From an optimization exercise on the open Yosys and OpenROAD flow, aimed at small area, a short achievable clock period and few clock cycles per item; shortcuts taken in it are not production practice.
At most, simulation tests tie the RTL to the original design; equivalence was not proved.
Function not checked in run 6: the RTL went through the layout flow alone.
No activity file was given, so power comes from the tool's default toggle rates.

`flow/config.mk`:
```
export PLATFORM = sky130hd
export DESIGN_NAME = gost89_ofb_encrypt
export DESIGN_NICKNAME = gost89_ofb_encrypt
export VERILOG_FILES = /design/flow/design.v
export SDC_FILE = /design/flow/constraint.sdc
export NUM_CORES = 4
export LEC_CHECK = 0
export CAP_MARGIN = 20
export CORE_MARGIN = 2
export CORE_UTILIZATION = 50
export PLACE_DENSITY = 0.68
export SETUP_SLACK_MARGIN = 5
export SLEW_MARGIN = 20
```
`flow/constraint.sdc`:
```
create_clock -name core_clock -period 10.0 [get_ports {clk}]
set_input_delay 2.0000 -clock core_clock [delete_from_list [all_inputs] [get_ports {clk}]]
set_output_delay 2.0000 -clock core_clock [all_outputs]
set_load 0.01 [all_outputs]
```
`flow/design.v`:
```
module gost89_sbox #(parameter integer I = 0) (
  input      [3:0] in,
  output     [3:0] out
);
  localparam [511:0] SBOX = 512'h4a92d80e6b1c7f53eb4c6dfa23810759581da342efc7609b7da1089fe46cb2536c715fd84a9e03b24ba0721d36859cfedb413f590ae7682c1fd057a4923e6b8c;
  localparam [63:0]  ROW  = SBOX[511-64*I -: 64];
  assign out = ROW[63 - 4*in -: 4];
endmodule
module gost89_round(
  input  [31:0] key,
  input  [31:0] n1,
  input  [31:0] n2,
  output [31:0] out1,
  output [31:0] out2
);
  wire [31:0] sum = n1 + key;
  wire [31:0] s;
  genvar i;
  generate
    for (i = 0; i < 8; i = i + 1) begin : g_sb
      gost89_sbox #(.I(i)) sb(.in(sum[4*i +: 4]), .out(s[4*i +: 4]));
    end
  endgenerate
  assign out1 = {s[20:0], s[31:21]} ^ n2;
  assign out2 = n1;
endmodule
module gost89_ofb_encrypt(
  input              clk,
  input              reset,
  input              load_data,
  input              load_IV,
  input      [255:0] key,
  input      [63:0]  in,
  input      [63:0]  IV,
  output     [63:0]  out,
  output reg         busy
);
  reg  [31:0] a, b;      
  reg  [31:0] rk;        
  reg  [4:0]  cnt;       
  function [2:0] kidx(input [4:0] r);
    kidx = r[2:0] ^ {3{r[4] & r[3]}};
  endfunction
  function [31:0] ksel(input [255:0] k, input [2:0] i);
    ksel = k[255 - 32*i -: 32];
  endfunction
  wire [31:0] ra, rb;
  gost89_round rnd(.key(rk), .n1(a), .n2(b), .out1(ra), .out2(rb));
  wire [4:0] cnt_inc = cnt + 5'd1;
  wire        ld_iv = load_data & load_IV;
  wire [31:0] fm    = load_data ? 32'd0 : (ra ^ b);
  wire [2:0] ki = load_data ? 3'd0 : kidx(cnt_inc);
  reg  [31:0] kmux;
  integer i;
  always @* begin
    kmux = 32'd0;
    for (i = 0; i < 8; i = i + 1)
      kmux = kmux | (ksel(key, i) & {32{ki == i}});
  end
  always @(posedge clk) begin
    if (load_data || busy) begin
      a <= ld_iv ? IV[63:32] : (b ^ fm);
      b <= ld_iv ? IV[31:0]  : a;
    end
    if (load_data)
      busy <= 1'b1;
    else if (reset || cnt == 5'd31)
      busy <= 1'b0;
    cnt <= load_data ? 5'd0 : cnt_inc;
    rk  <= kmux;
  end
  assign out = {b, a} ^ in;
endmodule
```
`flow/flow/run.sh`:
```
#!/bin/bash
# The standard ORFS layout (standard.sh) with these changes:
#  - the port buffers that buffer_ports puts on every input and output are the
#    smallest buffer (sky130_fd_sc_hd__buf_1) instead of ORFS's default choice;
#    the resizer may still upsize any of them where timing needs it;
#  - synthesis skips the extraction of full/half adder cells (extract_fa), so
#    ABC maps all of the combinational logic itself;
#  - the pin placer keeps each in[i] next to out[i] (out = KS ^ in is a
#    combinational port-to-port path);
#  - the resizer aims at a setup slack of 5.5 ns.
# standard.sh's output (every tool's) goes to standard.log; ORFS keeps per-step logs too.
args=""
for i in $(seq 0 63); do args="$args -group_pins {in[$i] out[$i]}"; done
export PLACE_PINS_ARGS="$args"
export BUFFER_PORTS_ARGS="-buffer_cell sky130_fd_sc_hd__buf_1"
export ADDER_MAP_FILE=
bash standard.sh SETUP_SLACK_MARGIN=5.5 finish > standard.log 2>&1
```
`flow/standard.sh`:
```
#!/bin/bash
# synth_recipe.tcl (not shown) runs the flow's synth.tcl, then flattens the netlist and writes it again
# the make line also repeats each setting of config.mk as NAME=value (left out here)
make -C /OpenROAD-flow-scripts/flow DESIGN_CONFIG=/design/flow/config.mk WORK_HOME=/design/flow/orfs CLKGATE_MAP_FILE= SYNTH_SCRIPT=/design/flow/synth_recipe.tcl "${@:-finish}"
```
==> impl_results.html, run 1 <==
<table>
<tr><th>Metric</th><th>Value</th></tr>
<tr><th colspan="2">STA</th></tr>
<tr><td>FMAX</td><td>224 MHz</td></tr>
<tr><td>Slew margin rel.</td><td>~32%</td></tr>
<tr><td>Unrepaired setup endpoints after global routing</td><td>no</td></tr>
<tr><td>Endpoints failing setup</td><td>0</td></tr>
<tr><td>Final-report hold violation count</td><td>0</td></tr>
<tr><td>Max-slew violations</td><td>0</td></tr>
<tr><td>Final worst-path cycle share</td><td>between 40% and 50%</td></tr>
<tr><td>Worst slew pin tran</td><td>between 1000 and 1500 ps</td></tr>
<tr><td>Aggregate negative setup slack</td><td>0 ps</td></tr>
<tr><td>Largest clock skew in the final design</td><td>approximately 8 ps</td></tr>
<tr><td>Crit path time final</td><td>4470 ps</td></tr>
<tr><th colspan="2">Routing</th></tr>
<tr><td>Routed wire length on met3</td><td>between 4000 and 5000 um</td></tr>
<tr><td>Post-detailed-route DRC marker count</td><td>0</td></tr>
<tr><td>Via density</td><td>6.11</td></tr>
<tr><td>Met2 layer wire length in the routed design</td><td>between 15000 and 20000 um</td></tr>
<tr><td>Max layer used</td><td>met5</td></tr>
<tr><td>Violation count after the first detailed-route iteration</td><td>1197</td></tr>
<tr><td>Length of routed wiring on met1</td><td>between 15000 and 20000 um</td></tr>
<tr><td>Average wire per cell in the routed design</td><td>approximately 24 um</td></tr>
<tr><td>Via count</td><td>around 11000</td></tr>
<tr><td>Routed WL</td><td>about 41000 um</td></tr>
<tr><td>First drt pass iteration count</td><td>8</td></tr>
<tr><td>Remaining antenna violation count after routing</td><td>0</td></tr>
<tr><th colspan="2">Placed design</th></tr>
<tr><td>Hpwl dp</td><td>between 30000 and 40000 um</td></tr>
<tr><td>Area after DPL</td><td>between 0.01 and 0.015 sq mm</td></tr>
<tr><td>Cell count after placement</td><td>between 1500 and 2000</td></tr>
<tr><td>GP Congestion</td><td>approximately 1.0</td></tr>
<tr><td>Number of port buffers</td><td>~450</td></tr>
<tr><th colspan="2">Hold path</th></tr>
<tr><td>Hold path cells</td><td>2</td></tr>
<tr><td>Class of the tightest hold or removal check</td><td>reg2reg</td></tr>
<tr><th colspan="2">Power</th></tr>
<tr><td>Design Power</td><td>between 3000 and 4000 uW</td></tr>
<tr><td>Static leakage power</td><td>slightly above 0.004 uW</td></tr>
<tr><td>VDD IR max</td><td>0.179 mV</td></tr>
<tr><td>Power density over the cells</td><td>~340 mW/mm^2</td></tr>
<tr><th colspan="2">Floorplan</th></tr>
<tr><td>Chip Height</td><td>approximately 140 um</td></tr>
<tr><td>Placement row count</td><td>48</td></tr>
<tr><td>Die Outline Area</td><td>around 0.019 sq mm</td></tr>
<tr><td>I/O pin count</td><td>approximately 450</td></tr>
<tr><td>Core footprint</td><td>roughly 0.017 sq mm</td></tr>
<tr><td>Die width</td><td>around 140 um</td></tr>
<tr><td>Starting density of the core</td><td>around half</td></tr>
<tr><th colspan="2">Worst setup path</th></tr>
<tr><td>Kind of capture point of the worst setup path</td><td>output pin</td></tr>
<tr><td>Origin of the critical flop-to-flop path</td><td>a[6]$_DFFE_PP_</td></tr>
<tr><td>Buf/Inv on CP</td><td>2</td></tr>
<tr><td>Capturing instance or port of the critical path</td><td>out[8]</td></tr>
<tr><td>Crit path max-delay cell type</td><td>sky130_fd_sc_hd__xor2_1</td></tr>
<tr><td>CP top delay family</td><td>buffers and inverters</td></tr>
<tr><td>Crit path from</td><td>in[8]</td></tr>
<tr><td>Most frequent cell on the critical path</td><td>sky130_fd_sc_hd__buf_1</td></tr>
<tr><td>Category of the most critical setup path</td><td>in2out</td></tr>
<tr><td>Reg-to-reg critical path endpoint</td><td>a[8]$_DFFE_PP_</td></tr>
<tr><td>Maximum cell stage delay along the critical path</td><td>190 ps</td></tr>
<tr><td>Required time of the critical path</td><td>8000 ps</td></tr>
<tr><td>Worst-case register-to-register setup slack</td><td>5710 ps</td></tr>
<tr><td>Cell count along the critical path</td><td>3</td></tr>
<tr><td>Worst Setup Start Kind</td><td>input port</td></tr>
<tr><td>Worst-path maximum fanout</td><td>1</td></tr>
<tr><td>Worst-case reg-to-reg path depth</td><td>13</td></tr>
<tr><td>Arrival time reported for the critical path endpoint</td><td>roughly 2500 ps</td></tr>
<tr><td>Worst-path cell chain</td><td>buf_1 -&gt; xor2_1 -&gt; buf_1</td></tr>
<tr><th colspan="2">Synthesis</th></tr>
<tr><td>Fraction of registers with async set or reset after synthesis</td><td>0%</td></tr>
<tr><td>Count of synthesis-stage warnings from yosys</td><td>1</td></tr>
<tr><td>Main area contributors after synthesis</td><td>sky130_fd_sc_hd__edfxtp_1 (22%), sky130_fd_sc_hd__xor2_1 (9.7%), sky130_fd_sc_hd__dfxtp_1 (8.6%)</td></tr>
<tr><td>Most used flip-flop cell after synthesis</td><td>sky130_fd_sc_hd__edfxtp_1</td></tr>
<tr><td>Top cells by count, synth</td><td>sky130_fd_sc_hd__nand2_1 (154), sky130_fd_sc_hd__xor2_1 (98), sky130_fd_sc_hd__clkbuf_1 (79)</td></tr>
<tr><td>Fraction of the yosys area taken by sequential cells</td><td>30.3%</td></tr>
<tr><td>Yosys reg bits</td><td>102</td></tr>
<tr><td>Post-synthesis net count</td><td>~1500</td></tr>
<tr><td>Mean area per synthesized cell</td><td>a little over 8 sq um</td></tr>
<tr><td>Total standard cell area after synthesis</td><td>between 0.008 and 0.009 sq mm</td></tr>
<tr><td>Cell type with the highest aggregate area in the netlist</td><td>sky130_fd_sc_hd__edfxtp_1</td></tr>
<tr><td>Most common cell in the netlist</td><td>sky130_fd_sc_hd__nand2_1</td></tr>
<tr><td>Cell count after synthesis</td><td>1089</td></tr>
<tr><td>Area share of the leading cell type in the synthesized netlist</td><td>a little over a fifth</td></tr>
<tr><td>Number of distinct standard cells referenced by the synthesized netlist</td><td>between 60 and 70</td></tr>
<tr><td>Number of synthesized flops with an enable pin</td><td>between 60 and 70</td></tr>
<tr><th colspan="2">GRT</th></tr>
<tr><td>Pin count of the biggest net entering global routing</td><td>65</td></tr>
<tr><td>Wire length of the first global-routing pass</td><td>56300 um</td></tr>
<tr><td>Total global routing track utilization</td><td>41.5%</td></tr>
<tr><td>Via count of the first global-routing pass</td><td>around 9000</td></tr>
<tr><td>Residual overflow from global routing</td><td>0</td></tr>
<tr><td>Initial antenna violation count</td><td>17</td></tr>
<tr><th colspan="2">Clock tree</th></tr>
<tr><td># clock sinks</td><td>102</td></tr>
<tr><td>Clock tree from TritonCTS</td><td>built</td></tr>
<tr><td>Cell at the root of the clock tree</td><td>sky130_fd_sc_hd__clkbuf_16</td></tr>
<tr><td>Quantity of hold-fixing buffers added after cts</td><td>0</td></tr>
<tr><td>Maximum number of buffers from clock root to sink</td><td>2</td></tr>
<tr><td>Clock latency of the later-clocked register in the worst-skew pair</td><td>roughly 370 ps</td></tr>
<tr><td>Maximum level of the CTS H-tree</td><td>3</td></tr>
<tr><td>Number of clock buffers inserted by TritonCTS</td><td>9</td></tr>
<tr><td>Clock slew at the register clock pins of the worst setup and hold paths</td><td>70 ps</td></tr>
<tr><th colspan="2">Layout</th></tr>
<tr><td>Ratio of cells with drive above 1 in the final layout</td><td>4.99%</td></tr>
<tr><td>Final Core Density</td><td>63.6%</td></tr>
<tr><td>Count of placed standard cells in the final layout, fillers left out</td><td>roughly 1700</td></tr>
<tr><td>Synthesis-to-finish area growth</td><td>24.3%</td></tr>
<tr><td>Post-layout nets</td><td>roughly 1900</td></tr>
<tr><td>Cell area after layout</td><td>around 0.011 sq mm</td></tr>
<tr><th colspan="2">Outcome</th></tr>
<tr><td>Outcome</td><td>finished clean</td></tr>
<tr><th colspan="2">Flow run</th></tr>
<tr><td>Max capacitance violation total</td><td>0</td></tr>
</table>
-- registers in the layout (all words and copies together), names as in the netlist --
register,cells
a,32
b,32
busy,1
cnt,5
rk,32
-- through the flow --
stage | worst slack (ps) | hold WS [ps]
5_1_grt | 5500 | 619
2_1_floorplan | 5780 | 514
3_5_place_dp | 5360 | 556
4_1_cts | 5540 | 578
3_3_place_gp | 5440 | 545
6_report | 5530 | 581
-- power breakdown --
group	internal [uW]	leakage, uW	total (uW)	switching [uW]
Clock	211	0.000157	393	181
Sequential	649	0.000989	942	293
Combinational	1020	0.00294	2460	1440
-- worst register-to-register path, delay by kind of cell, from the launching register on --
family	cells	cell delay (ps)
simple gates	4	830
mux	1	380
fa+ha+maj	1	360
flops	1	590
compound gates	7	1980
-- cell type report --
cell class,count,area [sq um]
Tap cell,225,282
Timing Repair Buffer,466,1800
Inverter,20,75.1
Clock buffer,10,250
Fill cell,1646,6300
Antenna cell,14,35.0
Sequential cell,102,2680
Multi-Input combinational cell,879,5800
Clock inverter,6,65.1
-- cell usage in the layout (no fill, tap or decap), types with 15 or more instances in the layout --
master and count:
sky130_fd_sc_hd__xor2_1 98, sky130_fd_sc_hd__a31oi_1 15, sky130_fd_sc_hd__nand3_1 45, sky130_fd_sc_hd__nor2_1 74, sky130_fd_sc_hd__a22o_1 33, sky130_fd_sc_hd__buf_1 451, sky130_fd_sc_hd__a222oi_1 18, sky130_fd_sc_hd__a22oi_1 38
sky130_fd_sc_hd__edfxtp_1 64, sky130_fd_sc_hd__inv_1 20, sky130_fd_sc_hd__xnor2_1 50, sky130_fd_sc_hd__a221oi_1 35, sky130_fd_sc_hd__o21ai_0 63, sky130_fd_sc_hd__a21oi_1 59, sky130_fd_sc_hd__nand2_1 153, sky130_fd_sc_hd__dfxtp_1 38
-- cells by family after synthesis --
family,after synthesis,share of synthesized area [%]
AO/OA/AOI/OAI,345,28.0
XOR/XNOR,151,15.2
adder cells (fa/ha/maj),18,2.11
buffers and inverters,108,4.71
flip-flops,102,30.3
multiplexers,19,2.25
AND/OR/NAND/NOR,346,17.5
-- routing by layer --
metal	global-route usage (%)	up-vias
li1	-	4842
met1	53.1	4923
met2	64.9	651
met3	11.4	96
met4	19.4	6
met5	0	-
-- worst min path at each step --
stage / to / slack (ps) / from
6_report: cnt[3]$_SDFF_PP0_ / 580 / cnt[3]$_SDFF_PP0_
5_1_grt: cnt[3]$_SDFF_PP0_ / 620 / cnt[3]$_SDFF_PP0_
4_1_cts: cnt[3]$_SDFF_PP0_ / 580 / cnt[3]$_SDFF_PP0_
2_1_floorplan: cnt[3]$_SDFF_PP0_ / 510 / cnt[3]$_SDFF_PP0_
3_3_place_gp: cnt[3]$_SDFF_PP0_ / 550 / cnt[3]$_SDFF_PP0_
3_5_place_dp: cnt[3]$_SDFF_PP0_ / 560 / cnt[3]$_SDFF_PP0_
-- repair_timing --
action,CTS,global route
buffers inserted,0,2
hold endpoints to repair,0,0
resized for setup,0,3
endpoints found under the setup margin,0,4
Testbench counts, summed over its fixed seeds: cycles 33,792, items 1,024.
==> run 2: changes to the inputs <==
--- a/flow/config.mk
+++ b/flow/config.mk
@@ -8,6 +8,8 @@
 export CAP_MARGIN = 20
 export CORE_MARGIN = 2
 export CORE_UTILIZATION = 50
-export PLACE_DENSITY = 0.68
+export CTS_CLUSTER_DIAMETER = 60
+export CTS_CLUSTER_SIZE = 40
+export PLACE_DENSITY = 0.75
 export SETUP_SLACK_MARGIN = 5
 export SLEW_MARGIN = 20
==> run 2 against run 1 <==
  * Routed wire length decreased by 3.5%
  * Core utilization decreased by 0.33 points
  * Clock power is 9.9% lower
  * Register-to-register slack worse by 80 ps
  * Still clean
  * Cell count decreased by 0.23%
==> impl_results.html, run 2 <==
<table>
<tr><th>Metric</th><th>Value</th></tr>
<tr><th colspan="2">Routing</th></tr>
<tr><td>Violation count after the first detailed-route iteration</td><td>1204</td></tr>
<tr><td>Average wire per cell in the routed design</td><td>22.8 um</td></tr>
<tr><td>Met2 layer wire length in the routed design</td><td>approximately 18000 um</td></tr>
<tr><td>Post-detailed-route DRC marker count</td><td>0</td></tr>
<tr><td>Remaining antenna violation count after routing</td><td>0</td></tr>
<tr><td>Routed wire length on met3</td><td>about 4400 um</td></tr>
<tr><td>Max layer used</td><td>met4</td></tr>
<tr><td>Via density</td><td>between 6 and 7</td></tr>
<tr><td>Via count</td><td>10500</td></tr>
<tr><td>Routed WL</td><td>39100 um</td></tr>
<tr><td>First drt pass iteration count</td><td>6</td></tr>
<tr><td>Length of routed wiring on met1</td><td>roughly 15000 um</td></tr>
<tr><th colspan="2">Layout</th></tr>
<tr><td>Top library cells by usage in the layout, fill and taps aside</td><td>sky130_fd_sc_hd__buf_1 (450), sky130_fd_sc_hd__nand2_1 (153), sky130_fd_sc_hd__xor2_1 (96)</td></tr>
<tr><td>Fill cells</td><td>roughly 1600</td></tr>
<tr><td>Ratio of cells with drive above 1 in the final layout</td><td>between 4 and 5%</td></tr>
<tr><td>Post-layout nets</td><td>between 1500 and 2000</td></tr>
<tr><td>Top Registers</td><td>a: 32 flops, b: 32 flops, rk: 32 flops</td></tr>
<tr><td>Synthesis-to-finish area growth</td><td>23.7%</td></tr>
<tr><td>Leading cell type in the layout, fill and taps excluded</td><td>sky130_fd_sc_hd__buf_1</td></tr>
<tr><th colspan="2">Floorplan</th></tr>
<tr><td>Core footprint</td><td>~0.017 sq mm</td></tr>
<tr><td>Placement row count</td><td>48</td></tr>
<tr><td>Chip Height</td><td>~140 um</td></tr>
<tr><td>Starting density of the core</td><td>about 51%</td></tr>
<tr><td>Die width</td><td>about 140 um</td></tr>
<tr><td>Die Outline Area</td><td>approximately 0.019 sq mm</td></tr>
<tr><td>I/O pin count</td><td>~450</td></tr>
<tr><th colspan="2">GRT</th></tr>
<tr><td>Via count of the first global-routing pass</td><td>between 9000 and 10000</td></tr>
<tr><td>Initial antenna violation count</td><td>15</td></tr>
<tr><td>Total global routing track utilization</td><td>around two fifths</td></tr>
<tr><td>Pin count of the biggest net entering global routing</td><td>65</td></tr>
<tr><td>Residual overflow from global routing</td><td>0</td></tr>
<tr><td>Wire length of the first global-routing pass</td><td>55300 um</td></tr>
<tr><th colspan="2">STA</th></tr>
<tr><td>Final worst-path cycle share</td><td>around 44%</td></tr>
<tr><td>Slew margin rel.</td><td>between 30 and 40%</td></tr>
<tr><td>Aggregate negative setup slack</td><td>0 ps</td></tr>
<tr><td>Post-route worst hold slack</td><td>about 600 ps</td></tr>
<tr><td>Final-report hold violation count</td><td>0</td></tr>
<tr><td>Crit path time final</td><td>around 4400 ps</td></tr>
<tr><td>Endpoints failing setup</td><td>0</td></tr>
<tr><td>Largest clock skew in the final design</td><td>roughly 13 ps</td></tr>
<tr><td>Unrepaired setup endpoints after global routing</td><td>yes</td></tr>
<tr><td>FMAX</td><td>226 MHz</td></tr>
<tr><td>Worst slew pin tran</td><td>just over 1000 ps</td></tr>
<tr><td>Max-slew violations</td><td>0</td></tr>
<tr><th colspan="2">Synthesis</th></tr>
<tr><td>Number of synthesized flops with an enable pin</td><td>between 60 and 70</td></tr>
<tr><td>Most common cell in the netlist</td><td>sky130_fd_sc_hd__nand2_1</td></tr>
<tr><td>Number of distinct standard cells referenced by the synthesized netlist</td><td>between 60 and 70</td></tr>
<tr><td>Fraction of the yosys area taken by sequential cells</td><td>30.3%</td></tr>
<tr><td>Adder and majority gate portion of the synthesized area</td><td>about 2.1%</td></tr>
<tr><td>Fraction of registers with async set or reset after synthesis</td><td>0%</td></tr>
<tr><td>Yosys reg bits</td><td>between 100 and 150</td></tr>
<tr><td>Post-synthesis net count</td><td>approximately 1500</td></tr>
<tr><td>Area share of the leading cell type in the synthesized netlist</td><td>about 22%</td></tr>
<tr><td>Cell count after synthesis</td><td>around 1100</td></tr>
<tr><td>Share of cell area taken by muxes after synthesis</td><td>2.25%</td></tr>
<tr><td>Cell type with the highest aggregate area in the netlist</td><td>sky130_fd_sc_hd__edfxtp_1</td></tr>
<tr><td>Main area contributors after synthesis</td><td>sky130_fd_sc_hd__edfxtp_1 (22%), sky130_fd_sc_hd__xor2_1 (9.7%), sky130_fd_sc_hd__dfxtp_1 (8.6%)</td></tr>
<tr><td>Most used flip-flop cell after synthesis</td><td>sky130_fd_sc_hd__edfxtp_1</td></tr>
<tr><td>Main combinational cell family by area after synthesis</td><td>compound AO/OA/AOI/OAI gates</td></tr>
<tr><td>Mean area per synthesized cell</td><td>~8 sq um</td></tr>
<tr><td>Top cells by count, synth</td><td>sky130_fd_sc_hd__nand2_1 (154), sky130_fd_sc_hd__xor2_1 (98), sky130_fd_sc_hd__clkbuf_1 (79)</td></tr>
<tr><td>XOR/XNOR share of the synthesized area</td><td>~15%</td></tr>
<tr><td>Area fraction in compound gates after synthesis</td><td>roughly 28%</td></tr>
<tr><td>Total standard cell area after synthesis</td><td>just under 0.009 sq mm</td></tr>
<tr><td>Count of synthesis-stage warnings from yosys</td><td>1</td></tr>
<tr><td>Simple-Gate Fraction of Synth Area</td><td>approximately 17%</td></tr>
<tr><th colspan="2">Power</th></tr>
<tr><td>VDD IR max</td><td>approximately 0.16 mV</td></tr>
<tr><td>Power density over the cells</td><td>about 340 mW/mm^2</td></tr>
<tr><td>Static leakage power</td><td>~0.0040 uW</td></tr>
<tr><th colspan="2">Worst setup path</th></tr>
<tr><td>Most frequent cell on the critical path</td><td>sky130_fd_sc_hd__buf_1</td></tr>
<tr><td>Buf/Inv on CP</td><td>2</td></tr>
<tr><td>CP top delay family</td><td>buffers and inverters</td></tr>
<tr><td>Category of the most critical setup path</td><td>in2out</td></tr>
<tr><td>Worst Setup Start Kind</td><td>input port</td></tr>
<tr><td>Maximum cell stage delay along the critical path</td><td>190 ps</td></tr>
<tr><td>Worst-path cell chain</td><td>buf_1 -&gt; xor2_1 -&gt; buf_1</td></tr>
<tr><td>Kind of capture point of the worst setup path</td><td>output pin</td></tr>
<tr><td>Arrival time reported for the critical path endpoint</td><td>~2400 ps</td></tr>
<tr><td>Required time of the critical path</td><td>~8000 ps</td></tr>
<tr><td>Worst-path maximum fanout</td><td>1</td></tr>
<tr><td>Crit path max-delay cell type</td><td>sky130_fd_sc_hd__buf_1</td></tr>
<tr><th colspan="2">Clock tree</th></tr>
<tr><td>Clock slew at the register clock pins of the worst setup and hold paths</td><td>approximately 70 ps</td></tr>
<tr><td>Buffers inserted during post-CTS setup optimization</td><td>0</td></tr>
<tr><td>Maximum level of the CTS H-tree</td><td>3</td></tr>
<tr><td>Cell at the root of the clock tree</td><td>sky130_fd_sc_hd__clkbuf_16</td></tr>
<tr><td>Maximum number of buffers from clock root to sink</td><td>2</td></tr>
<tr><td>Number of clock buffers inserted by TritonCTS</td><td>9</td></tr>
<tr><td>Quantity of hold-fixing buffers added after cts</td><td>0</td></tr>
<tr><td>Clock tree from TritonCTS</td><td>built</td></tr>
<tr><td># clock sinks</td><td>102</td></tr>
<tr><td>Clock latency of the later-clocked register in the worst-skew pair</td><td>about 360 ps</td></tr>
<tr><td>Post-cts gate resize count</td><td>0</td></tr>
<tr><th colspan="2">Placed design</th></tr>
<tr><td>Number of port buffers</td><td>around 450</td></tr>
<tr><td>Hpwl dp</td><td>around 32000 um</td></tr>
<tr><td>GP Congestion</td><td>about 1</td></tr>
<tr><th colspan="2">Hold path</th></tr>
<tr><td>Class of the tightest hold or removal check</td><td>reg2reg</td></tr>
<tr><th colspan="2">Flow run</th></tr>
<tr><td>Max capacitance violation total</td><td>0</td></tr>
<tr><th colspan="2">Outcome</th></tr>
<tr><td>Outcome</td><td>finished clean</td></tr>
</table>
-- run 2: worst min-delay path, cell delays in order, from the launching register on --
cell,delay (ps)
sky130_fd_sc_hd__dfxtp_1,330
sky130_fd_sc_hd__inv_1,90
sky130_fd_sc_hd__xnor2_1,80
sky130_fd_sc_hd__nor2_1,80
-- run 2: report_power, final --
part           internal [uW]  switching, uW  total, uW
clock network            184            170        354
logic                   1000           1410       2410
registers                649            296        945
total                   1830           1880       3710
-- run 2: per-layer routing --
metal	track usage, %	vias up
met1	51.8	4892
met2	63.2	649
li1	-	4827
met3	9.81	102
met4	19.4	0
met5	0	-
-- run 2: metrics by stage --
stage          instances  cell area (sq um)  setup WS [ps]  power [uW]  util (%)
2_1_floorplan       1089               8840           5780        2660         -
3_3_place_gp        1688              10600           5510        3220      61.2
3_5_place_dp        1688              10600           5440        3280      61.2
4_1_cts             1704              10900           5560        3650      62.9
5_1_grt             1713              10900           5470        3980      63.2
6_report            1718              10900           5570        3710      63.2
-- run 2: cell type report --
class	count	area, sq um	share of cell area, %
Timing Repair Buffer	462	1770	16.2
Clock inverter	4	31.3	0.286
Sequential cell	102	2680	24.5
Multi-Input combinational cell	879	5800	53.0
Inverter	20	75.1	0.686
Tap cell	225	282	2.57
Antenna cell	14	35.0	0.320
Clock buffer	12	256	2.34
-- run 2: path summary, 6_finish.rpt --
kind                        to  slack [ps]              start  cells after the start
max reg2reg     a[8]$_DFFE_PP_        5630     a[6]$_DFFE_PP_                     13
max                    out[56]        5570             in[56]                      3
min reg2reg  cnt[4]$_SDFF_PP0_         600  cnt[4]$_SDFF_PP0_                      3
min          cnt[4]$_SDFF_PP0_         600  cnt[4]$_SDFF_PP0_                      3
-- run 2: cell families after synthesis --
logic type	Yosys count
and+or+nand+nor	346
AOI/OAI and AO/OA	345
xor gates and xnor gates	151
buffers and inverters	108
DFF	102
muxes	19
adders and majority gates	18
==> run 3: changes to the inputs <==
--- a/flow/config.mk
+++ b/flow/config.mk
@@ -8,8 +8,7 @@
 export CAP_MARGIN = 20
 export CORE_MARGIN = 2
 export CORE_UTILIZATION = 50
-export CTS_CLUSTER_DIAMETER = 60
-export CTS_CLUSTER_SIZE = 40
+export GPL_ROUTABILITY_DRIVEN = 0
 export PLACE_DENSITY = 0.75
 export SETUP_SLACK_MARGIN = 5
 export SLEW_MARGIN = 20
==> run 3 against run 2 <==
  * Largest cell class unchanged
  * Die area unchanged
  * Area after synthesis did not move
  * Register-to-register slack better by 90 ps
  * Clock power decreased by 6.5%
  * Cell area is 0.13% lower
  * First-iteration DRC count up 5.2%
  * Still clean on timing, DRC and antenna
  * Non-clock buffer count rose by 1
  * Largest power group unchanged
  * Critical path type unchanged
  * Combinational power hardly changed
  * Flip-flop and latch count unchanged
==> impl_results.html, run 3 <==
<table>
<tr><th>Metric</th><th>Value</th></tr>
<tr><th colspan="2">Outcome</th></tr>
<tr><td>Outcome</td><td>finished clean</td></tr>
<tr><th colspan="2">Worst setup path</th></tr>
<tr><td>Worst Setup Start Kind</td><td>input port</td></tr>
<tr><td>Required time of the critical path</td><td>roughly 8000 ps</td></tr>
<tr><td>Arrival time reported for the critical path endpoint</td><td>2470 ps</td></tr>
<tr><td>Maximum cell stage delay along the critical path</td><td>between 150 and 200 ps</td></tr>
<tr><td>Worst-path maximum fanout</td><td>1</td></tr>
<tr><td>Buf/Inv on CP</td><td>2</td></tr>
<tr><td>Kind of capture point of the worst setup path</td><td>output pin</td></tr>
<tr><td>CP top delay family</td><td>buffers and inverters</td></tr>
<tr><td>Category of the most critical setup path</td><td>in2out</td></tr>
<tr><td>Most frequent cell on the critical path</td><td>sky130_fd_sc_hd__buf_1</td></tr>
<tr><td>Worst-path cell chain</td><td>buf_1 -&gt; xor2_1 -&gt; buf_1</td></tr>
<tr><td>Crit path max-delay cell type</td><td>sky130_fd_sc_hd__xor2_1</td></tr>
<tr><th colspan="2">Floorplan</th></tr>
<tr><td>I/O pin count</td><td>roughly 450</td></tr>
<tr><td>Die width</td><td>approximately 140 um</td></tr>
<tr><td>Die Outline Area</td><td>0.0188 sq mm</td></tr>
<tr><td>Chip Height</td><td>137 um</td></tr>
<tr><td>Placement row count</td><td>48</td></tr>
<tr><td>Core footprint</td><td>between 0.015 and 0.02 sq mm</td></tr>
<tr><td>Starting density of the core</td><td>between 50% and 60%</td></tr>
<tr><th colspan="2">Routing</th></tr>
<tr><td>Post-detailed-route DRC marker count</td><td>0</td></tr>
<tr><td>Via count</td><td>around 10000</td></tr>
<tr><td>Average wire per cell in the routed design</td><td>roughly 23 um</td></tr>
<tr><td>Routed WL</td><td>39000 um</td></tr>
<tr><td>Remaining antenna violation count after routing</td><td>0</td></tr>
<tr><td>First drt pass iteration count</td><td>8</td></tr>
<tr><td>Violation count after the first detailed-route iteration</td><td>approximately 1300</td></tr>
<tr><td>Via density</td><td>~6.1</td></tr>
<tr><th colspan="2">Synthesis</th></tr>
<tr><td>Yosys reg bits</td><td>a little over 100</td></tr>
<tr><td>Most common cell in the netlist</td><td>sky130_fd_sc_hd__nand2_1</td></tr>
<tr><td>Fraction of the yosys area taken by sequential cells</td><td>between 30% and 40%</td></tr>
<tr><td>Post-synthesis net count</td><td>1477</td></tr>
<tr><td>Mean area per synthesized cell</td><td>roughly 8 sq um</td></tr>
<tr><td>Main area contributors after synthesis</td><td>sky130_fd_sc_hd__edfxtp_1 (22%), sky130_fd_sc_hd__xor2_1 (9.7%), sky130_fd_sc_hd__dfxtp_1 (8.6%)</td></tr>
<tr><td>Cell type with the highest aggregate area in the netlist</td><td>sky130_fd_sc_hd__edfxtp_1</td></tr>
<tr><td>Count of synthesis-stage warnings from yosys</td><td>1</td></tr>
<tr><td>Total standard cell area after synthesis</td><td>0.00884 sq mm</td></tr>
<tr><td>Top cells by count, synth</td><td>sky130_fd_sc_hd__nand2_1 (154), sky130_fd_sc_hd__xor2_1 (98), sky130_fd_sc_hd__clkbuf_1 (79)</td></tr>
<tr><td>Cell count after synthesis</td><td>between 1000 and 1500</td></tr>
<tr><td>Most used flip-flop cell after synthesis</td><td>sky130_fd_sc_hd__edfxtp_1</td></tr>
<tr><td>Number of distinct standard cells referenced by the synthesized netlist</td><td>66</td></tr>
<tr><td>Number of synthesized flops with an enable pin</td><td>64</td></tr>
<tr><td>Area share of the leading cell type in the synthesized netlist</td><td>around 22%</td></tr>
<tr><td>Fraction of registers with async set or reset after synthesis</td><td>0%</td></tr>
<tr><th colspan="2">Placed design</th></tr>
<tr><td>Hpwl dp</td><td>31500 um</td></tr>
<tr><td>Number of port buffers</td><td>between 400 and 500</td></tr>
<tr><td>Area after DPL</td><td>0.0106 sq mm</td></tr>
<tr><th colspan="2">Layout</th></tr>
<tr><td>Combined area of the multi-input logic cells</td><td>0.00580 sq mm</td></tr>
<tr><td>Synthesis-to-finish area growth</td><td>23.5%</td></tr>
<tr><td>Ratio of cells with drive above 1 in the final layout</td><td>~4.7%</td></tr>
<tr><td>Top Registers</td><td>a: 32 flops, b: 32 flops, rk: 32 flops</td></tr>
<tr><td>Cell area after layout</td><td>between 0.01 and 0.015 sq mm</td></tr>
<tr><td>Final Core Density</td><td>between 60% and 70%</td></tr>
<tr><td>Fill cells</td><td>between 1500 and 2000</td></tr>
<tr><td>Top library cells by usage in the layout, fill and taps aside</td><td>sky130_fd_sc_hd__buf_1 (451), sky130_fd_sc_hd__nand2_1 (153), sky130_fd_sc_hd__xor2_1 (97)</td></tr>
<tr><td>Leading cell type in the layout, fill and taps excluded</td><td>sky130_fd_sc_hd__buf_1</td></tr>
<tr><td>Area taken by flip-flops and latches</td><td>0.00268 sq mm</td></tr>
<tr><td>Post-layout nets</td><td>1863</td></tr>
<tr><th colspan="2">STA</th></tr>
<tr><td>Final worst-path cycle share</td><td>approximately 45%</td></tr>
<tr><td>Max-slew violations</td><td>0</td></tr>
<tr><td>Largest clock skew in the final design</td><td>12.4 ps</td></tr>
<tr><td>Unrepaired setup endpoints after global routing</td><td>yes</td></tr>
<tr><td>Final-report hold violation count</td><td>0</td></tr>
<tr><td>Endpoints failing setup</td><td>0</td></tr>
<tr><td>Crit path time final</td><td>roughly 4500 ps</td></tr>
<tr><td>FMAX</td><td>224 MHz</td></tr>
<tr><td>Worst slew pin tran</td><td>1030 ps</td></tr>
<tr><td>Aggregate negative setup slack</td><td>0 ps</td></tr>
<tr><td>Slew margin rel.</td><td>approximately 31%</td></tr>
<tr><th colspan="2">GRT</th></tr>
<tr><td>Pin count of the biggest net entering global routing</td><td>65</td></tr>
<tr><td>Total global routing track utilization</td><td>39.8%</td></tr>
<tr><td>Initial antenna violation count</td><td>17</td></tr>
<tr><td>Residual overflow from global routing</td><td>0</td></tr>
<tr><td>Via count of the first global-routing pass</td><td>just over 9000</td></tr>
<tr><td>Wire length of the first global-routing pass</td><td>~54000 um</td></tr>
<tr><th colspan="2">Flow run</th></tr>
<tr><td>Max capacitance violation total</td><td>0</td></tr>
<tr><th colspan="2">Clock tree</th></tr>
<tr><td>Maximum number of buffers from clock root to sink</td><td>2</td></tr>
<tr><td># clock sinks</td><td>102</td></tr>
<tr><td>Maximum level of the CTS H-tree</td><td>3</td></tr>
<tr><td>Clock latency of the later-clocked register in the worst-skew pair</td><td>~370 ps</td></tr>
<tr><td>Clock tree from TritonCTS</td><td>built</td></tr>
<tr><td>Cell at the root of the clock tree</td><td>sky130_fd_sc_hd__clkbuf_16</td></tr>
<tr><td>Clock slew at the register clock pins of the worst setup and hold paths</td><td>60 ps</td></tr>
<tr><td>Number of clock buffers inserted by TritonCTS</td><td>9</td></tr>
<tr><td>Quantity of hold-fixing buffers added after cts</td><td>0</td></tr>
<tr><th colspan="2">Power</th></tr>
<tr><td>Power share of the sequential group</td><td>between 20% and 30%</td></tr>
<tr><td>Comb power frac</td><td>around 66%</td></tr>
<tr><td>Share of total power in the clock network</td><td>8.9%</td></tr>
<tr><td>P_sw</td><td>1870 uW</td></tr>
<tr><td>Int Pwr</td><td>about 1800 uW</td></tr>
<tr><td>VDD IR max</td><td>0.142 mV</td></tr>
<tr><td>Power density over the cells</td><td>roughly 340 mW/mm^2</td></tr>
<tr><td>Switching Share</td><td>50.6%</td></tr>
<tr><td>Static leakage power</td><td>between 0.004 and 0.005 uW</td></tr>
<tr><th colspan="2">Hold path</th></tr>
<tr><td>Class of the tightest hold or removal check</td><td>reg2reg</td></tr>
</table>
## run 3: cell types whose count changed in the layout (fill, tap and decap cells not counted), sizes merged
| cell | previous run | this run |
|---|---|---|
| buf | 460 | 462 |
| clkbuf | 14 | 10 |
| clkinv | 3 | 4 |
| clkinvlp | 0 | 2 |
| diode | 14 | 16 |
## run 3: per-stage QoR
| step | total power [uW] | cells | setup WS (ps) | hold slack [ps] |
|---|---|---|---|---|
| detailed placement | 3270 | 1687 | 5380 | 557 |
| global placement | 3200 | 1687 | 5460 | 547 |
| global route | 3970 | 1714 | 5500 | 603 |
| floorplan | 2660 | 1089 | 5780 | 514 |
| CTS | 3610 | 1703 | 5560 | 576 |
| finish | 3700 | 1721 | 5530 | 597 |
## run 3: final cells by class
cell class | count | share of cell area [%]
multi-input combinational | 879 | 53.1
sequential | 102 | 24.6
timing repair buffer | 463 | 16.3
tap | 225 | 2.58
clock buffer | 9 | 2.06
inverter | 20 | 0.687
clock inverter | 7 | 0.367
antenna | 16 | 0.367
## run 3: path summary, 6_finish.rpt
path | start | to | slack [ps] | cells after the start
worst max register to register | a[6]$_DFFE_PP_ | a[9]$_DFFE_PP_ | 5720 | 13
worst max-delay path | in[1] | out[1] | 5530 | 3
worst min register to register | cnt[3]$_SDFF_PP0_ | cnt[3]$_SDFF_PP0_ | 600 | 2
worst min-delay path | cnt[3]$_SDFF_PP0_ | cnt[3]$_SDFF_PP0_ | 600 | 2
## run 3: cells by family (layout without fill, tap and decap cells)
family	after synthesis	count (layout)	synth area share, %
buffers and inverters	108	499	4.71
multiplexers	19	19	2.25
flip-flops	102	102	30.3
XOR/XNOR	151	151	15.2
other	0	16	0
AO/OA/AOI/OAI	345	345	28.0
AND/OR/NAND/NOR	346	346	17.5
adder cells (fa/ha/maj)	18	18	2.11
## run 3: metal layers
metal | vias to the layer above | part of all wire, % | global-route usage, %
met1 | 4885 | 37 | 49.3
met2 | 670 | 46 | 61.3
li1 | 4826 | - | -
met4 | 10 | 4.3 | 20.4
met5 | - | 0.15 | 0
met3 | 101 | 12 | 13.6
## run 3: repair_timing
item                                    CTS  global route
gates resized for setup                   0             3
endpoints found under the setup margin    0             4
endpoints found under the hold margin     0             0
setup buffers                             0             2
## run 3: worst min-delay path, stage by stage, from the launching register on
cell and delay, ps:
sky130_fd_sc_hd__dfxtp_1 390, sky130_fd_sc_hd__xor2_1 90, sky130_fd_sc_hd__nor2_1 80
## run 3: power groups by stage
stage	Sequential (uW)	Clock, uW	Combinational (uW)
2_1_floorplan	722	0	1940
3_3_place_gp	933	0	2270
3_5_place_dp	934	0	2340
4_1_cts	927	329	2350
5_1_grt	953	348	2670
6_report	937	331	2430
==> run 4: changes to the inputs <==
--- a/flow/config.mk
+++ b/flow/config.mk
@@ -8,7 +8,6 @@
 export CAP_MARGIN = 20
 export CORE_MARGIN = 2
 export CORE_UTILIZATION = 50
-export GPL_ROUTABILITY_DRIVEN = 0
 export PLACE_DENSITY = 0.75
 export SETUP_SLACK_MARGIN = 5
 export SLEW_MARGIN = 20
==> run 4 against run 3 <==
  * Core utilization rose by 0.079 points
  * Setup slack improved by 36 ps
  * First-iteration DRC count fell by 5.0%
  * Critical path type unchanged
  * Highest routed layer is now met4
==> impl_results.html, run 4 <==
<table>
<tr><th>Metric</th><th>Value</th></tr>
<tr><th colspan="2">Floorplan</th></tr>
<tr><td>Die Outline Area</td><td>between 0.015 and 0.02 sq mm</td></tr>
<tr><td>Die width</td><td>137 um</td></tr>
<tr><td>I/O pin count</td><td>about 450</td></tr>
<tr><td>Placement row count</td><td>between 40 and 50</td></tr>
<tr><td>Starting density of the core</td><td>around half</td></tr>
<tr><td>Chip Height</td><td>around 140 um</td></tr>
<tr><td>Core footprint</td><td>approximately 0.017 sq mm</td></tr>
<tr><th colspan="2">Routing</th></tr>
<tr><td>Remaining antenna violation count after routing</td><td>0</td></tr>
<tr><td>Via density</td><td>a little over 6</td></tr>
<tr><td>Average wire per cell in the routed design</td><td>22.8 um</td></tr>
<tr><td>First drt pass iteration count</td><td>6</td></tr>
<tr><td>Routed WL</td><td>about 40000 um</td></tr>
<tr><td>Via count</td><td>around 10000</td></tr>
<tr><td>Post-detailed-route DRC marker count</td><td>0</td></tr>
<tr><td>Violation count after the first detailed-route iteration</td><td>between 1000 and 1500</td></tr>
<tr><th colspan="2">Worst setup path</th></tr>
<tr><td>Origin of the critical flop-to-flop path</td><td>a[6]$_DFFE_PP_</td></tr>
<tr><td>Category of the most critical setup path</td><td>in2out</td></tr>
<tr><td>Capturing instance or port of the critical path</td><td>out[56]</td></tr>
<tr><td>Required time of the critical path</td><td>8000 ps</td></tr>
<tr><td>Worst-path maximum fanout</td><td>1</td></tr>
<tr><td>Kind of capture point of the worst setup path</td><td>output pin</td></tr>
<tr><td>Worst-case register-to-register setup slack</td><td>5630 ps</td></tr>
<tr><td>Reg-to-reg critical path endpoint</td><td>a[8]$_DFFE_PP_</td></tr>
<tr><td>Crit path from</td><td>in[56]</td></tr>
<tr><td>Arrival time reported for the critical path endpoint</td><td>about 2400 ps</td></tr>
<tr><td>Worst Setup Start Kind</td><td>input port</td></tr>
<tr><td>Worst-case reg-to-reg path depth</td><td>13</td></tr>
<tr><th colspan="2">Synthesis</th></tr>
<tr><td>Yosys reg bits</td><td>approximately 100</td></tr>
<tr><td>Fraction of the yosys area taken by sequential cells</td><td>a little under a third</td></tr>
<tr><td>Main area contributors after synthesis</td><td>sky130_fd_sc_hd__edfxtp_1 (22%), sky130_fd_sc_hd__xor2_1 (9.7%), sky130_fd_sc_hd__dfxtp_1 (8.6%)</td></tr>
<tr><td>Number of distinct standard cells referenced by the synthesized netlist</td><td>between 60 and 70</td></tr>
<tr><td>Top cells by count, synth</td><td>sky130_fd_sc_hd__nand2_1 (154), sky130_fd_sc_hd__xor2_1 (98), sky130_fd_sc_hd__clkbuf_1 (79)</td></tr>
<tr><td>Count of synthesis-stage warnings from yosys</td><td>1</td></tr>
<tr><td>Cell type with the highest aggregate area in the netlist</td><td>sky130_fd_sc_hd__edfxtp_1</td></tr>
<tr><td>Mean area per synthesized cell</td><td>8.12 sq um</td></tr>
<tr><td>Number of synthesized flops with an enable pin</td><td>64</td></tr>
<tr><td>Most common cell in the netlist</td><td>sky130_fd_sc_hd__nand2_1</td></tr>
<tr><td>Post-synthesis net count</td><td>about 1500</td></tr>
<tr><td>Area share of the leading cell type in the synthesized netlist</td><td>21.7%</td></tr>
<tr><td>Total standard cell area after synthesis</td><td>slightly below 0.009 sq mm</td></tr>
<tr><td>Most used flip-flop cell after synthesis</td><td>sky130_fd_sc_hd__edfxtp_1</td></tr>
<tr><td>Cell count after synthesis</td><td>between 1000 and 1500</td></tr>
<tr><td>Fraction of registers with async set or reset after synthesis</td><td>0%</td></tr>
<tr><th colspan="2">Hold path</th></tr>
<tr><td>Launch point of the worst hold path</td><td>cnt[4]$_SDFF_PP0_</td></tr>
<tr><td>Hold path cells</td><td>3</td></tr>
<tr><td>Class of the tightest hold or removal check</td><td>reg2reg</td></tr>
<tr><th colspan="2">Power</th></tr>
<tr><td>Power density over the cells</td><td>approximately 340 mW/mm^2</td></tr>
<tr><td>VDD IR max</td><td>about 0.16 mV</td></tr>
<tr><td>Static leakage power</td><td>0.00405 uW</td></tr>
<tr><th colspan="2">STA</th></tr>
<tr><td>Unrepaired setup endpoints after global routing</td><td>yes</td></tr>
<tr><td>Aggregate negative setup slack</td><td>0 ps</td></tr>
<tr><td>Slew margin rel.</td><td>between 30% and 40%</td></tr>
<tr><td>Max-slew violations</td><td>0</td></tr>
<tr><td>Largest clock skew in the final design</td><td>between 10 and 15 ps</td></tr>
<tr><td>Final worst-path cycle share</td><td>44.3%</td></tr>
<tr><td>Worst slew pin tran</td><td>1010 ps</td></tr>
<tr><td>Endpoints failing setup</td><td>0</td></tr>
<tr><td>FMAX</td><td>between 200 and 250 MHz</td></tr>
<tr><td>Final-report hold violation count</td><td>0</td></tr>
<tr><td>Crit path time final</td><td>around 4400 ps</td></tr>
<tr><th colspan="2">Layout</th></tr>
<tr><td>Ratio of cells with drive above 1 in the final layout</td><td>under 10%</td></tr>
<tr><td>Top library cells by usage in the layout, fill and taps aside</td><td>sky130_fd_sc_hd__buf_1 (450), sky130_fd_sc_hd__nand2_1 (153), sky130_fd_sc_hd__xor2_1 (96)</td></tr>
<tr><td>Top Registers</td><td>a: 32 flops, b: 32 flops, rk: 32 flops</td></tr>
<tr><td>Leading cell type in the layout, fill and taps excluded</td><td>sky130_fd_sc_hd__buf_1</td></tr>
<tr><td>Post-layout nets</td><td>about 1900</td></tr>
<tr><td>Cell area after layout</td><td>between 0.01 and 0.015 sq mm</td></tr>
<tr><td>Synthesis-to-finish area growth</td><td>23.7%</td></tr>
<tr><th colspan="2">Clock tree</th></tr>
<tr><td>Quantity of hold-fixing buffers added after cts</td><td>0</td></tr>
<tr><td>Clock latency of the later-clocked register in the worst-skew pair</td><td>around 360 ps</td></tr>
<tr><td># clock sinks</td><td>between 100 and 150</td></tr>
<tr><td>Cell at the root of the clock tree</td><td>sky130_fd_sc_hd__clkbuf_16</td></tr>
<tr><td>Clock slew at the register clock pins of the worst setup and hold paths</td><td>70 ps</td></tr>
<tr><td>Clock tree from TritonCTS</td><td>built</td></tr>
<tr><td>Maximum number of buffers from clock root to sink</td><td>2</td></tr>
<tr><td>Maximum level of the CTS H-tree</td><td>3</td></tr>
<tr><td>Number of clock buffers inserted by TritonCTS</td><td>9</td></tr>
<tr><th colspan="2">Placed design</th></tr>
<tr><td>Area after DPL</td><td>0.0106 sq mm</td></tr>
<tr><td>Hpwl dp</td><td>around 32000 um</td></tr>
<tr><td>Number of port buffers</td><td>between 400 and 500</td></tr>
<tr><td>GP Congestion</td><td>between 1 and 1.5</td></tr>
<tr><th colspan="2">GRT</th></tr>
<tr><td>Via count of the first global-routing pass</td><td>about 9000</td></tr>
<tr><td>Total global routing track utilization</td><td>40.2%</td></tr>
<tr><td>Initial antenna violation count</td><td>15</td></tr>
<tr><td>Pin count of the biggest net entering global routing</td><td>65</td></tr>
<tr><td>Residual overflow from global routing</td><td>0</td></tr>
<tr><td>Wire length of the first global-routing pass</td><td>approximately 55000 um</td></tr>
<tr><th colspan="2">Flow run</th></tr>
<tr><td>Max capacitance violation total</td><td>0</td></tr>
<tr><th colspan="2">Outcome</th></tr>
<tr><td>Outcome</td><td>finished clean</td></tr>
</table>
run 4: cell counts after synthesis:
No cell type changed its count.
run 4: logic make-up (layout without fill, tap and decap cells):
family	after synthesis	after routing	share of synthesized area (%)
other	0	14	0
DFF	102	102	30.3
xor gates and xnor gates	151	151	15.2
and+or+nand+nor	346	346	17.5
adders and majority gates	18	18	2.11
muxes	19	19	2.25
AOI/OAI and AO/OA	345	345	28.0
buffers and inverters	108	498	4.71
run 4: worst max-delay path, stage by stage:
cell and delay (ps):
sky130_fd_sc_hd__buf_1 90, sky130_fd_sc_hd__xor2_1 150, sky130_fd_sc_hd__buf_1 190
run 4: how the worst min path moves through the flow:
| stage | end | slack (ps) |
|---|---|---|
| CTS | cnt[0]$_SDFF_PP0_ | 580 |
| global placement | cnt[0]$_SDFF_PP0_ | 550 |
| detailed placement | cnt[0]$_SDFF_PP0_ | 560 |
| floorplan | cnt[3]$_SDFF_PP0_ | 510 |
| global route | cnt[0]$_SDFF_PP0_ | 650 |
| finish | cnt[4]$_SDFF_PP0_ | 600 |
run 4: layout make-up:
class                   count  area [sq um]
fillers                  1639          6360
repair buffers            462          1770
multi-input cells         879          5800
clock buffers              12           256
clock inverters             4          31.3
well taps                 225           282
diodes                     14          35.0
flip-flops and latches    102          2680
inverters                  20          75.1
run 4: timing repair:
action	4_1_cts	5_1_grt
setup endpoints to repair	0	4
hold endpoints to repair	0	0
gates resized for setup	0	4
buffers inserted	0	0
run 4: report_power, final:
group          internal (uW)  switching, uW
registers                649            296
clock network            184            170
logic                   1000           1410
run 4: layer usage:
| metal | global-route usage (%) | share of wire (%) | up-vias |
|---|---|---|---|
| met1 | 51.8 | 38 | 4892 |
| li1 | - | - | 4827 |
| met4 | 19.4 | 4.4 | 0 |
| met2 | 63.2 | 46 | 649 |
| met5 | 0 | 0 | - |
| met3 | 9.81 | 11 | 102 |
run 4: per-stage QoR:
stage          hold WS, ps  worst slack (ps)  power [uW]  cells  utilization (%)
2_1_floorplan          514              5780        2660   1089                -
3_3_place_gp           546              5510        3220   1688             61.2
3_5_place_dp           563              5440        3280   1688             61.2
4_1_cts                583              5560        3650   1704             62.9
5_1_grt                655              5470        3980   1713             63.2
6_report               599              5570        3710   1718             63.2
==> run 5: changes to the inputs <==
--- a/flow/config.mk
+++ b/flow/config.mk
@@ -8,6 +8,6 @@
 export CAP_MARGIN = 20
 export CORE_MARGIN = 2
 export CORE_UTILIZATION = 50
-export PLACE_DENSITY = 0.75
+export PLACE_DENSITY = 0.8
 export SETUP_SLACK_MARGIN = 5
 export SLEW_MARGIN = 20
==> run 5 against run 4 <==
  * Critical path type unchanged
  * Non-clock buffer count unchanged
  * First-iteration DRC count increased by 20%
  * Critical endpoint is now out[11]
  * Core utilization increased by 0.17 points
  * Still clean on timing, DRC and antenna
  * Setup slack improved by 2.7 ps
  * Sequential power decreased by 0.5%
  * Critical path depth unchanged
  * Combinational power about the same
  * Clock-buffer cell count increased by 1
  * Worst hold slack got worse by 11 ps
==> impl_results.html, run 5 <==
<table>
<tr><th>Metric</th><th>Value</th></tr>
<tr><th colspan="2">Hold path</th></tr>
<tr><td>Launch point of the worst hold path</td><td>cnt[4]$_SDFF_PP0_</td></tr>
<tr><td>Hold Path Sink</td><td>cnt[4]$_SDFF_PP0_</td></tr>
<tr><td>Hold path cells</td><td>3</td></tr>
<tr><td>Class of the tightest hold or removal check</td><td>reg2reg</td></tr>
<tr><th colspan="2">Worst setup path</th></tr>
<tr><td>Worst-case register-to-register setup slack</td><td>5700 ps</td></tr>
<tr><td>Worst-path maximum fanout</td><td>1</td></tr>
<tr><td>Category of the most critical setup path</td><td>in2out</td></tr>
<tr><td>Origin of the critical flop-to-flop path</td><td>a[6]$_DFFE_PP_</td></tr>
<tr><td>Kind of capture point of the worst setup path</td><td>output pin</td></tr>
<tr><td>Required time of the critical path</td><td>~8000 ps</td></tr>
<tr><td>Worst-case reg-to-reg path depth</td><td>13</td></tr>
<tr><td>Arrival time reported for the critical path endpoint</td><td>approximately 2400 ps</td></tr>
<tr><td>Worst Setup Start Kind</td><td>input port</td></tr>
<tr><td>Reg-to-reg critical path endpoint</td><td>a[8]$_DFFE_PP_</td></tr>
<tr><th colspan="2">Synthesis</th></tr>
<tr><td>Yosys reg bits</td><td>~100</td></tr>
<tr><td>Area share of the leading cell type in the synthesized netlist</td><td>21.7%</td></tr>
<tr><td>Top cells by count, synth</td><td>sky130_fd_sc_hd__nand2_1 (154), sky130_fd_sc_hd__xor2_1 (98), sky130_fd_sc_hd__clkbuf_1 (79)</td></tr>
<tr><td>Mean area per synthesized cell</td><td>8.12 sq um</td></tr>
<tr><td>Main area contributors after synthesis</td><td>sky130_fd_sc_hd__edfxtp_1 (22%), sky130_fd_sc_hd__xor2_1 (9.7%), sky130_fd_sc_hd__dfxtp_1 (8.6%)</td></tr>
<tr><td>Count of synthesis-stage warnings from yosys</td><td>1</td></tr>
<tr><td>Most used flip-flop cell after synthesis</td><td>sky130_fd_sc_hd__edfxtp_1</td></tr>
<tr><td>Total standard cell area after synthesis</td><td>between 0.008 and 0.009 sq mm</td></tr>
<tr><td>Number of distinct standard cells referenced by the synthesized netlist</td><td>66</td></tr>
<tr><td>Cell count after synthesis</td><td>1089</td></tr>
<tr><td>Most common cell in the netlist</td><td>sky130_fd_sc_hd__nand2_1</td></tr>
<tr><td>Fraction of registers with async set or reset after synthesis</td><td>0%</td></tr>
<tr><td>Post-synthesis net count</td><td>~1500</td></tr>
<tr><td>Fraction of the yosys area taken by sequential cells</td><td>30.3%</td></tr>
<tr><td>Number of synthesized flops with an enable pin</td><td>64</td></tr>
<tr><td>Cell type with the highest aggregate area in the netlist</td><td>sky130_fd_sc_hd__edfxtp_1</td></tr>
<tr><th colspan="2">Clock tree</th></tr>
<tr><td>Quantity of hold-fixing buffers added after cts</td><td>0</td></tr>
<tr><td>Clock latency of the later-clocked register in the worst-skew pair</td><td>350 ps</td></tr>
<tr><td>Clock slew at the register clock pins of the worst setup and hold paths</td><td>70 ps</td></tr>
<tr><td>Number of clock buffers inserted by TritonCTS</td><td>9</td></tr>
<tr><td>Post-cts gate resize count</td><td>0</td></tr>
<tr><td>Cell at the root of the clock tree</td><td>sky130_fd_sc_hd__clkbuf_16</td></tr>
<tr><td>Maximum level of the CTS H-tree</td><td>3</td></tr>
<tr><td>Clock tree from TritonCTS</td><td>built</td></tr>
<tr><td>Maximum number of buffers from clock root to sink</td><td>2</td></tr>
<tr><td># clock sinks</td><td>102</td></tr>
<tr><td>Buffers inserted during post-CTS setup optimization</td><td>0</td></tr>
<tr><th colspan="2">Routing</th></tr>
<tr><td>First drt pass iteration count</td><td>8</td></tr>
<tr><td>Via count</td><td>~11000</td></tr>
<tr><td>Average wire per cell in the routed design</td><td>roughly 22 um</td></tr>
<tr><td>Violation count after the first detailed-route iteration</td><td>around 1400</td></tr>
<tr><td>Routed WL</td><td>approximately 38000 um</td></tr>
<tr><td>Post-detailed-route DRC marker count</td><td>0</td></tr>
<tr><td>Via density</td><td>around 6</td></tr>
<tr><td>Remaining antenna violation count after routing</td><td>0</td></tr>
<tr><th colspan="2">Layout</th></tr>
<tr><td>Ratio of cells with drive above 1 in the final layout</td><td>slightly below 5%</td></tr>
<tr><td>Cell area after layout</td><td>between 0.01 and 0.015 sq mm</td></tr>
<tr><td>Final Core Density</td><td>between 60 and 70%</td></tr>
<tr><td>Top Registers</td><td>a: 32 flops, b: 32 flops, rk: 32 flops</td></tr>
<tr><td>Post-layout nets</td><td>about 1900</td></tr>
<tr><td>Leading cell type in the layout, fill and taps excluded</td><td>sky130_fd_sc_hd__buf_1</td></tr>
<tr><td>Fill cells</td><td>between 1500 and 2000</td></tr>
<tr><td>Top library cells by usage in the layout, fill and taps aside</td><td>sky130_fd_sc_hd__buf_1 (449), sky130_fd_sc_hd__nand2_1 (153), sky130_fd_sc_hd__xor2_1 (97)</td></tr>
<tr><td>Synthesis-to-finish area growth</td><td>24.0%</td></tr>
<tr><th colspan="2">STA</th></tr>
<tr><td>Post-route worst hold slack</td><td>588 ps</td></tr>
<tr><td>Largest clock skew in the final design</td><td>7.08 ps</td></tr>
<tr><td>Final worst-path cycle share</td><td>44.3%</td></tr>
<tr><td>Worst slew pin tran</td><td>1090 ps</td></tr>
<tr><td>Aggregate negative setup slack</td><td>0 ps</td></tr>
<tr><td>Unrepaired setup endpoints after global routing</td><td>no</td></tr>
<tr><td>Crit path time final</td><td>4430 ps</td></tr>
<tr><td>Slew margin rel.</td><td>a little over a quarter</td></tr>
<tr><td>Final-report hold violation count</td><td>0</td></tr>
<tr><td>FMAX</td><td>roughly 230 MHz</td></tr>
<tr><td>Final worst slack</td><td>5570 ps</td></tr>
<tr><td>Max-slew violations</td><td>0</td></tr>
<tr><td>Endpoints failing setup</td><td>0</td></tr>
<tr><th colspan="2">Power</th></tr>
<tr><td>Static leakage power</td><td>slightly above 0.004 uW</td></tr>
<tr><td>VDD IR max</td><td>0.165 mV</td></tr>
<tr><td>Power share of the sequential group</td><td>about 25%</td></tr>
<tr><td>Share of total power in the clock network</td><td>10.0%</td></tr>
<tr><td>Int Pwr</td><td>1860 uW</td></tr>
<tr><td>Switching Share</td><td>50.1%</td></tr>
<tr><td>P_sw</td><td>1860 uW</td></tr>
<tr><td>Power density over the cells</td><td>around 340 mW/mm^2</td></tr>
<tr><td>Comb power frac</td><td>between 60% and 70%</td></tr>
<tr><th colspan="2">Placed design</th></tr>
<tr><td>Number of port buffers</td><td>around 450</td></tr>
<tr><td>Setup WS pre-CTS</td><td>around 5500 ps</td></tr>
<tr><td>Area after DPL</td><td>0.0106 sq mm</td></tr>
<tr><td>Hpwl dp</td><td>between 30000 and 40000 um</td></tr>
<tr><td>GP Congestion</td><td>around 1.0</td></tr>
<tr><th colspan="2">GRT</th></tr>
<tr><td>Total global routing track utilization</td><td>between 30% and 40%</td></tr>
<tr><td>Pin count of the biggest net entering global routing</td><td>62</td></tr>
<tr><td>Residual overflow from global routing</td><td>0</td></tr>
<tr><td>Initial antenna violation count</td><td>21</td></tr>
<tr><td>Via count of the first global-routing pass</td><td>around 9000</td></tr>
<tr><td>Wire length of the first global-routing pass</td><td>53100 um</td></tr>
<tr><th colspan="2">Floorplan</th></tr>
<tr><td>Die width</td><td>approximately 140 um</td></tr>
<tr><td>Placement row count</td><td>48</td></tr>
<tr><td>Chip Height</td><td>137 um</td></tr>
<tr><td>Starting density of the core</td><td>around 50%</td></tr>
<tr><td>Core footprint</td><td>around 0.017 sq mm</td></tr>
<tr><td>Die Outline Area</td><td>0.0188 sq mm</td></tr>
<tr><td>I/O pin count</td><td>~450</td></tr>
<tr><th colspan="2">Flow run</th></tr>
<tr><td>Max capacitance violation total</td><td>0</td></tr>
<tr><th colspan="2">Outcome</th></tr>
<tr><td>Outcome</td><td>finished clean</td></tr>
</table>
-- run 5: worst max-delay path by stage --
stage	start	end	slack [ps]	depth (start not counted)
3_5_place_dp	load_data	rk[31]$_DFF_P_	5470	8
6_report	in[11]	out[11]	5570	3
5_1_grt	in[21]	out[21]	5510	3
3_3_place_gp	load_data	rk[31]$_DFF_P_	5490	8
4_1_cts	in[35]	out[35]	5560	3
2_1_floorplan	in[0]	out[0]	5780	1
-- run 5: cells by family (layout without fill, tap and decap cells) --
group	after synthesis	in the layout	share of synthesized area (%)
buffers and inverters	108	498	4.71
muxes	19	19	2.25
other	0	15	0
DFF	102	102	30.3
xor gates and xnor gates	151	151	15.2
AOI/OAI and AO/OA	345	345	28.0
and+or+nand+nor	346	346	17.5
adders and majority gates	18	18	2.11
-- run 5: worst max-delay path, stage by stage --
cell and delay, ps:
sky130_fd_sc_hd__buf_1 100, sky130_fd_sc_hd__xor2_1 160, sky130_fd_sc_hd__buf_1 170
-- run 5: layout make-up --
class | instances | area, sq um | area share [%]
Clock inverter | 3 | 21.3 | 0.194
Timing Repair Buffer | 462 | 1780 | 16.2
Antenna cell | 15 | 37.5 | 0.342
Clock buffer | 13 | 292 | 2.66
Sequential cell | 102 | 2680 | 24.5
Tap cell | 225 | 282 | 2.57
Multi-Input combinational cell | 879 | 5800 | 52.9
Inverter | 20 | 75.1 | 0.685
-- run 5: metrics by stage --
stage               cells  power, uW
floorplan            1089       2660
global placement     1688       3200
detailed placement   1688       3270
CTS                  1704       3650
global route         1709       3980
finish               1719       3720
-- run 5: power by group through the flow --
stage	clock, uW	combinational, uW	sequential, uW
global placement	0	2270	934
finish	373	2410	940
global route	387	2640	958
CTS	370	2350	929
detailed placement	0	2330	936
floorplan	0	1940	722
-- run 5: per-layer routing --
layer | track usage (%) | up-vias | wire, um
met4 | 18.9 | 16 | 1900
met1 | 46.6 | 4832 | 13900
met3 | 16.3 | 125 | 5230
met5 | 0 | - | 102
li1 | - | 4824 | -
met2 | 59.7 | 739 | 17200
==> run 6: changes to the inputs <==
--- a/flow/design.v
+++ b/flow/design.v
@@ -66,7 +66,7 @@
       busy <= 1'b1;
     else if (reset || cnt == 5'd31)
       busy <= 1'b0;
-    cnt <= load_data ? 5'd0 : cnt_inc;
+    cnt <= (load_data || reset) ? 5'd0 : cnt_inc;
     rk  <= kmux;
   end
   assign out = {b, a} ^ in;
--- a/flow/config.mk
+++ b/flow/config.mk
@@ -8,6 +8,6 @@
 export CAP_MARGIN = 20
 export CORE_MARGIN = 2
 export CORE_UTILIZATION = 50
-export PLACE_DENSITY = 0.8
+export PLACE_DENSITY = 0.75
 export SETUP_SLACK_MARGIN = 5
 export SLEW_MARGIN = 20
==> run 6 against run 5 <==
  * Critical path type unchanged
  * Via count increased by 4.7%
  * Cell area increased by 4.8%
  * Register-to-register slack about the same
  * Clock power decreased by 6.2%
  * Clock skew increased by 3.7 ps
  * Flip-flop and latch count unchanged
  * Critical path depth unchanged
  * Worst hold slack improved by 16 ps
==> impl_results.html, run 6 <==
<table>
<tr><th>Metric</th><th>Value</th></tr>
<tr><th colspan="2">Outcome</th></tr>
<tr><td>Outcome</td><td>finished clean</td></tr>
<tr><th colspan="2">STA</th></tr>
<tr><td>Aggregate negative setup slack</td><td>0 ps</td></tr>
<tr><th colspan="2">Power</th></tr>
<tr><td>Static leakage power</td><td>0.00415 uW</td></tr>
<tr><td>Int Pwr</td><td>between 1500 and 2000 uW</td></tr>
<tr><td>Power share of the sequential group</td><td>about a quarter</td></tr>
<tr><td>P_sw</td><td>approximately 1900 uW</td></tr>
<tr><th colspan="2">GRT</th></tr>
<tr><td>Initial antenna violation count</td><td>6</td></tr>
<tr><td>Via count of the first global-routing pass</td><td>9726</td></tr>
<tr><td>Total global routing track utilization</td><td>38.0%</td></tr>
<tr><th colspan="2">Layout</th></tr>
<tr><td>Ratio of cells with drive above 1 in the final layout</td><td>around 6%</td></tr>
<tr><th colspan="2">Routing</th></tr>
<tr><td>Post-detailed-route DRC marker count</td><td>0</td></tr>
<tr><td>Remaining antenna violation count after routing</td><td>0</td></tr>
<tr><td>Average wire per cell in the routed design</td><td>22.5 um</td></tr>
<tr><th colspan="2">Placed design</th></tr>
<tr><td>Hpwl dp</td><td>roughly 32000 um</td></tr>
<tr><th colspan="2">Synthesis</th></tr>
<tr><td>Main area contributors after synthesis</td><td>sky130_fd_sc_hd__edfxtp_1 (20%), sky130_fd_sc_hd__xor2_1 (9.2%), sky130_fd_sc_hd__dfxtp_1 (8.1%)</td></tr>
<tr><td>Post-synthesis net count</td><td>between 1500 and 2000</td></tr>
<tr><td>Yosys reg bits</td><td>102</td></tr>
<tr><td>Fraction of the yosys area taken by sequential cells</td><td>28.4%</td></tr>
<tr><td>Total standard cell area after synthesis</td><td>0.00943 sq mm</td></tr>
<tr><td>Most used flip-flop cell after synthesis</td><td>sky130_fd_sc_hd__edfxtp_1</td></tr>
<tr><td>Mean area per synthesized cell</td><td>8.25 sq um</td></tr>
<tr><th colspan="2">Worst setup path</th></tr>
<tr><td>Arrival time reported for the critical path endpoint</td><td>2460 ps</td></tr>
<tr><th colspan="2">Clock tree</th></tr>
<tr><td>Quantity of hold-fixing buffers added after cts</td><td>0</td></tr>
</table>
==> run 6: changes by cell type after synthesis, sizes merged, moves of 11 or more <==
cell    previous run  this run
nor3              13        34
clkbuf            80        69
a222oi            18         1
a22oi             38        71
buf                8        23
o211ai             4        15
o21ai             67        54
nand3             45        57
==> run 6: metrics by stage <==
| stage | instances | setup WS [ps] | utilization (%) |
|---|---|---|---|
| detailed placement | 1750 | 5360 | 60.2 |
| global placement | 1750 | 5370 | 60.2 |
| CTS | 1766 | 5500 | 61.7 |
| finish | 1769 | 5540 | 61.9 |
| global route | 1766 | 5480 | 61.8 |
| floorplan | 1144 | 5630 | - |
==> run 6: worst max path at each step <==
stage	startpoint	end	slack, ps
floorplan	load_data	a[0]$_DFFE_PP_	5630
global placement	load_data	rk[28]$_DFF_P_	5370
detailed placement	load_data	rk[28]$_DFF_P_	5360
CTS	in[6]	out[6]	5500
global route	a[6]$_DFFE_PP_	a[21]$_DFFE_PP_	5480
finish	in[6]	out[6]	5540
==> run 6: cells by family (layout without fill, tap and decap cells) <==
family / after synthesis / after routing / synth area share (%)
multiplexers: 19 / 19 / 2.12
buffers and inverters: 109 / 497 / 4.76
AO/OA/AOI/OAI: 367 / 367 / 29.7
other: 0 / 3 / 0
flip-flops: 102 / 102 / 28.4
AND/OR/NAND/NOR: 379 / 379 / 18.7
XOR/XNOR: 155 / 155 / 14.9
adder cells (fa/ha/maj): 13 / 13 / 1.46
==> run 6: final cells by class <==
type / instances / area [sq um]
antenna: 3 / 7.51
clock inverter: 6 / 46.3
sequential: 102 / 2680
fill: 1754 / 7080
clock buffer: 10 / 239
tap: 234 / 293
multi-input combinational: 933 / 6370
inverter: 17 / 63.8
timing repair buffer: 464 / 1790
==> run 6: what timing repair did <==
| action | in CTS | in global routing |
|---|---|---|
| setup endpoints to repair | 0 | 10 |
| resized for setup | 0 | 6 |
| hold endpoints to repair | 0 | 0 |
==> run 6: routing by layer <==
| metal | wire [um] | GRT usage [%] | share of wire (%) |
|---|---|---|---|
| met1 | 15800 | 51.1 | 40 |
| met3 | 4820 | 9.69 | 12 |
| met4 | 1200 | 13.1 | 3.0 |
| met2 | 18000 | 59.6 | 45 |
| met5 | 39 | 0 | 0.098 |
==> run 6: critical path, cell delays in order <==
cell	delay, ps
sky130_fd_sc_hd__clkbuf_2	110
sky130_fd_sc_hd__xor2_2	180
sky130_fd_sc_hd__buf_2	170
==> run 6: power groups by stage <==
stage	clock network [uW]	logic (uW)	registers (uW)
detailed placement	0	2380	933
global placement	0	2330	934
global route	366	2670	955
floorplan	0	2020	725
finish	350	2440	935
CTS	352	2400	925

Setup slack of run 6, layout unchanged: 5.542 ns with ideal ports, 5.507 ns with driving cells assumed (clock clkbuf_16, inputs buf_2), 5.291 ns with port delays also shifted by the 0.412 ns mid clock arrival.
